Context: an optimization exercise on an open-source flow, tuned for small area. The choices shown serve that exercise and are no tape-out recipe.
RTL that was checked went through simulation tests only; none was proved equivalent to the original.
Power and IR drop assume default switching activity.

==> flow/design.v <==
module RETO(
    input Rx,
    input CLK,
    input RST,
    output INA,
    output INA2,
    output INB,
    output INB2,
    output DO,
    output LAT,
    output STB,
    output CLKimpr
);
reg [12:0] rxs;
wire rxtick = (rxs == 13'd6713);
always @(posedge CLK) begin
    if (RST)
        rxs <= 13'd7005;
    else if (rxtick)
        rxs <= 0;
    else
        rxs <= {rxs[11:0], ~(rxs[12] ^ rxs[0])};
end
reg [3:0] st;
reg       DI;            
reg [8:0] L;
wire cand   = (st == 4'd1) || (st == 4'd5);
wire L_end  = (L & 9'd387) == 9'd387;
wire env    = st[1] && !st[0] && !st[3] && (L != 0) &&
              !(L[8] && L[7] && (L[1] || L[0]));
always @(posedge CLK) begin
    if (RST) begin
        st  <= 0;
        L   <= 0;
    end else if (rxtick) begin
        if (st == 4'd0)
            st <= Rx ? 4'd0 : 4'd1;
        else if (st == 4'd9)
            st <= 4'd0;
        else
            st <= st + 1'b1;
        if (cand)
            L <= L_end ? 9'd0 : L + 1'b1;
    end
end
always @(posedge CLK)
    if (rxtick)
        DI <= Rx;
reg [5:0] cl;
reg       ch;
reg       ph;
wire cl_end = (cl & 6'd62) == 6'd62;            
wire edtick = cl_end && ch && !ph;
always @(posedge CLK) begin
    if (RST) begin
        cl <= 0;
        ch <= 0;
        ph <= 0;
    end else if (cl_end) begin
        cl <= 0;
        ch <= ~ch;
        if (ch)
            ph <= ~ph;
    end else begin
        cl <= cl + 1'b1;
    end
end
reg       env2;
reg [8:0] K;
wire start = env && !env2 && (L[5:0] == 6'd0);
always @(posedge CLK) begin
    if (RST) begin
        env2 <= 0;
        K    <= 9'd448;
    end else if (edtick) begin
        env2 <= env;
        if (start)
            K <= 0;
        else if (K[8:6] != 3'd7)
            K <= K + 1'b1;
    end
end
wire en = (K != 0) && (K <= 9'd385);
assign CLKimpr = en && !ph;
reg [62:0] ring;
reg        S;
reg        DOr;
wire [5:0] wslot = (&L[5:0]) ? 6'd1 : L[5:0];
wire [5:0] rslot = (&K[5:0]) ? 6'd1 : K[5:0];
wire wr    = env && (cl == wslot);
wire kread = ((K[8:6] == 3'd0) && (K[5:1] != 5'd0)) || (K == 9'd64);   
wire rd    = kread && (cl == rslot);
wire rd0   = env && (L[5:0] == 6'd1);
always @(posedge CLK) begin
    ring <= {wr ? DI : ring[0], ring[62:1]};
    if (rd)
        S <= ring[0];
    else if (rd0)
        S <= DI;
end
always @(posedge CLK) begin
    if (RST)
        DOr <= 0;
    else if (edtick)
        DOr <= (K != 0) && (K <= 9'd64) && S;
end
assign DO = DOr;
wire [2:0] q  = (L[8:6] == 3'd0) ? 3'd6 : L[8:6];
wire       kq = (K[8:6] == q);
wire [5:0] d  = K[5:0];
assign LAT = kq && (d == 6'd1) && !ph && !ch && (cl >= 6'd6) && (cl <= 6'd15);
assign STB = kq && (((d == 6'd1) && !ph && (ch || (cl >= 6'd17))) ||
                    ((d >= 6'd2) && (d <= 6'd10)) ||
                    ((d == 6'd11) && ph && (!ch || (cl <= 6'd59))));
wire x2 = kq && (d == 6'd1) && !ph && !ch && (cl == 6'd20);
reg [2:0]  m;
wire menab = m[2] && m[1];
reg [16:0] cM;
wire ph20 = !ph && !ch && (cl == 6'd20);
wire ph41 = !ph && !ch && (cl == 6'd41);
always @(posedge CLK) begin
    if (RST)
        m <= 0;
    else if (menab) begin
        if (ph41 && (cM == 17'd46593))
            m <= 0;
    end else if (x2)
        m <= m + 1'b1;
end
always @(posedge CLK) begin
    if (x2 && !menab)
        cM <= 0;
    else if (ph20)
        cM <= {cM[15:0], ~(cM[16] ^ cM[1])};
end
reg [15:0] lo;
reg        h;
reg [3:0]  km;
reg        pw;           
wire lo_end = (lo == 16'd33928);
always @(posedge CLK) begin
    if (RST) begin
        lo <= 16'd33928;
        h  <= 1'b1;
        km <= 0;
    end else if (lo_end) begin
        lo <= 0;
        h  <= ~h;
        km <= {km[2:0], ~(km[3] ^ km[0])};
    end else begin
        lo <= {lo[14:0], ~(lo[15] ^ lo[2])};
    end
end
always @(posedge CLK) begin
    if (RST)
        pw <= 0;
    else if (lo_end && h)
        pw <= 1;
    else if (h && (lo == 16'd42215))
        pw <= 0;
end
reg [3:0] PASO;
wire ptick = (km == 4'd6) && (lo == 16'd31823);
always @(posedge CLK) begin
    if (RST)
        PASO <= 0;
    else if (ptick) begin
        if (menab)
            case (PASO)
                4'b0000: PASO <= 4'b0001;
                4'b0001: PASO <= 4'b0101;
                4'b0101: PASO <= 4'b0100;
                4'b0100: PASO <= 4'b0110;
                4'b0110: PASO <= 4'b0010;
                4'b0010: PASO <= 4'b1010;
                4'b1010: PASO <= 4'b1000;
                4'b1000: PASO <= 4'b1001;
                4'b1001: PASO <= 4'b0001;
                default: PASO <= PASO;
            endcase
        else
            PASO <= 0;
    end
end
assign INA  = pw && PASO[3];
assign INA2 = pw && PASO[2];
assign INB  = pw && PASO[1];
assign INB2 = pw && PASO[0];
endmodule
export LEC_CHECK = 0
export CAP_MARGIN = 20
export CORE_MARGIN = 2
export CORE_UTILIZATION = 40
export SLEW_MARGIN = 20
create_clock -name core_clock -period 20.0 [get_ports {CLK}]
standard.sh (not shown) runs the stock make flow with config.mk's settings and CLKGATE_MAP_FILE= SYNTH_SCRIPT=/design/flow/synth_recipe.tcl, a recipe that flattens the netlist after the stock synthesis.
==> flow/flow/run.sh <==
#!/bin/bash
# The standard layout, except that clock tree synthesis inserts no dummy
# loads and builds the tree from clkbuf_8 buffers only, and the ports are
# buffered with buf_1 cells.
set -euo pipefail
export CTS_ARGS="-sink_clustering_enable -repair_clock_nets -dont_use_dummy_load -buf_list sky130_fd_sc_hd__clkbuf_8"
export BUFFER_PORTS_ARGS="-buffer_cell sky130_fd_sc_hd__buf_1"
bash standard.sh > standard.log 2>&1
Edit:
==> flow/flow/run.sh (replaced) <==
#!/bin/bash
# The standard layout, except that clock tree synthesis inserts no dummy
# loads and builds the tree from clkbuf_8 buffers only.
set -euo pipefail
export CTS_ARGS="-sink_clustering_enable -repair_clock_nets -dont_use_dummy_load -buf_list sky130_fd_sc_hd__clkbuf_8"
bash standard.sh > standard.log 2>&1
Outcome: Wire length went down by 0.91%. Critical path depth is unchanged. Setup slack gets worse by 0.45 ns. Cell area increases by 0.91%. Utilization went up by 0.40 points. Die area stays the same. Worst hold slack loses 0.024 ns. Non-clock buffer count is unchanged. Register-to-register slack barely changes. Synthesized cell count does not change.


Setup of job 6808:
RETO, a different RTL version from the one above (not shown whole).
Size: ~620 cells after synthesis, about 160 flip-flops, roughly 11 I/O pins, roughly 6100 sq um of cells after synthesis.
export LEC_CHECK = 0
export CAP_MARGIN = 20
export CORE_MARGIN = 2
export CORE_UTILIZATION = 40
export SLEW_MARGIN = 20
create_clock -name core_clock -period 20.0 [get_ports {CLK}]
run.sh (not shown) runs the stock make flow with config.mk's settings and CLKGATE_MAP_FILE= SYNTH_SCRIPT=/design/flow/synth_recipe.tcl, a recipe that flattens the netlist after the stock synthesis.
Stock flow here: none of the scripts above is used.
[inputs] job 4618 vs job 6808
Settings: CTS_BUF_LIST now sky130_fd_sc_hd__clkbuf_8, previously not set.
Notes after the runs:
- The final layouts of job 4618 and job 6808 pass the timing, design-rule and antenna checks.
- Total vias in the final route delta (job 4618 -> job 6808): insignificant
- Sort job 4618 and job 6808 by sequential share of layout area, descending, and job 4618 comes first.
- Compared with job 6808, in job 4618 clock-buffer cell count has remained practically unchanged, net switching power shows a reduction of 6.4%.
No run of this note included a check of the RTL's function; only the layout flow was run.


RETO, a different RTL version from the one above (not shown whole).
For scale: roughly 160 flip-flops, about 11 I/O pins.
## RETO
module RETO(
    input Rx,
    input CLK,
    input RST,
    output INA,
    output INA2,
    output INB,
    output INB2,
    output DO,
    output LAT,
    output STB,
    output CLKimpr
);
reg [12:0] rxs;
wire rxtick = (rxs == 13'd6713);
always @(posedge CLK) begin
    if (RST)
        rxs <= 13'd7005;
    else if (rxtick)
        rxs <= 0;
    else
        rxs <= {rxs[11:0], ~(rxs[12] ^ rxs[0])};
end
reg [3:0] st;
reg       DI;
reg       env;
reg [8:0] L;
wire cand   = (st == 4'd1) || (st == 4'd5);
wire accept = !(L[8] && L[7]);
wire L_end  = (L & 9'd387) == 9'd387;
always @(posedge CLK) begin
    if (RST) begin
        st  <= 0;
        DI  <= 0;
        env <= 0;
        L   <= 0;
    end else if (rxtick) begin
        if (st == 4'd0)
            st <= Rx ? 4'd0 : 4'd1;
        else if (st == 4'd9)
            st <= 4'd0;
        else
            st <= st + 1'b1;
        env <= cand && accept;
  ...
export LEC_CHECK = 0
export CAP_MARGIN = 20
export CORE_MARGIN = 2
export CORE_UTILIZATION = 40
export SLEW_MARGIN = 20
create_clock -name core_clock -period 20.0 [get_ports {CLK}]
standard.sh (not shown) runs the stock make flow with config.mk's settings and CLKGATE_MAP_FILE= SYNTH_SCRIPT=/design/flow/synth_recipe.tcl, a recipe that flattens the netlist after the stock synthesis.
==> flow/flow/run.sh <==
#!/bin/bash
# The standard layout, except that clock tree synthesis inserts no dummy
# loads and builds the tree from clkbuf_8 buffers only.
set -euo pipefail
export CTS_ARGS="-sink_clustering_enable -repair_clock_nets -dont_use_dummy_load -buf_list sky130_fd_sc_hd__clkbuf_8"
bash standard.sh > standard.log 2>&1
The baseline went through all stages and came out clean.
Change:
==> flow/run.sh (new file) <==
#!/bin/bash
# synth_recipe.tcl (not shown) runs the flow's synth.tcl, then flattens the netlist and writes it again
# the make line also repeats each setting of config.mk as NAME=value (left out here)
make -C /OpenROAD-flow-scripts/flow DESIGN_CONFIG=/design/flow/config.mk WORK_HOME=/design/flow/orfs CLKGATE_MAP_FILE= SYNTH_SCRIPT=/design/flow/synth_recipe.tcl finish
- CTS_BUF_LIST: not set -> sky130_fd_sc_hd__clkbuf_8
removed: flow/flow/run.sh
removed: flow/standard.sh
Result:
- The changed run finished clean
- global-route usage went up by 0.16 points
- final cell count grows by 1.9%
- power goes up by 11%
- maximum frequency fell by 0.48%
- first-iteration DRC count goes up by 7.7%

==> static timing again, ports no longer ideal <==
Ports are ideal in the flow. The routed layouts listed here were re-timed in OpenROAD.
Step 1 (the two cells are an assumption about what drives the block):
set clk [get_ports {CLK}]
set_driving_cell -lib_cell sky130_fd_sc_hd__clkbuf_16 $clk
set_driving_cell -lib_cell sky130_fd_sc_hd__buf_2 [delete_from_list [all_inputs] $clk]
Step 2 times the ports against the registers' clock, not the clock port: input delays grow and output delays shrink by t, the midpoint of the rising clock arrivals with the driver on.
a / b / c = ideal ports / drivers / drivers and shift; a / b = the first two.
| run | shift t [ns] | setup WS [ns] | worst hold slack (ns) | worst setup path at the end | worst data-port slew with drivers (ns) |
|---|---|---|---|---|---|
| the first run of note 1 | 0.455 | 13.710 / 13.674 / 14.129 | 0.306 / 0.306 / 0.306 | register to output | 0.03 |
| the second run of note 1 | 0.462 | 13.256 / 13.220 / 13.682 | 0.282 / 0.282 / 0.282 | register to output | 0.03 |
| job 6808 | 0.457 | 13.370 / 13.329 / 13.786 | 0.325 / 0.325 / 0.325 | register to output | 0.03 |
| job 4618 | 0.484 | 13.322 / 13.287 / 13.771 | 0.331 / 0.331 / 0.331 | register to output | 0.03 |
| the first run of note 3 | 0.458 | 13.346 / 13.310 / 13.768 | 0.314 / 0.314 / 0.314 | register to output | 0.04 |
| the second run of note 3 | 0.473 | 13.314 / 13.278 / 13.751 | 0.324 / 0.324 / 0.324 | register to output | 0.04 |
After both steps setup and hold are still met in every run listed.
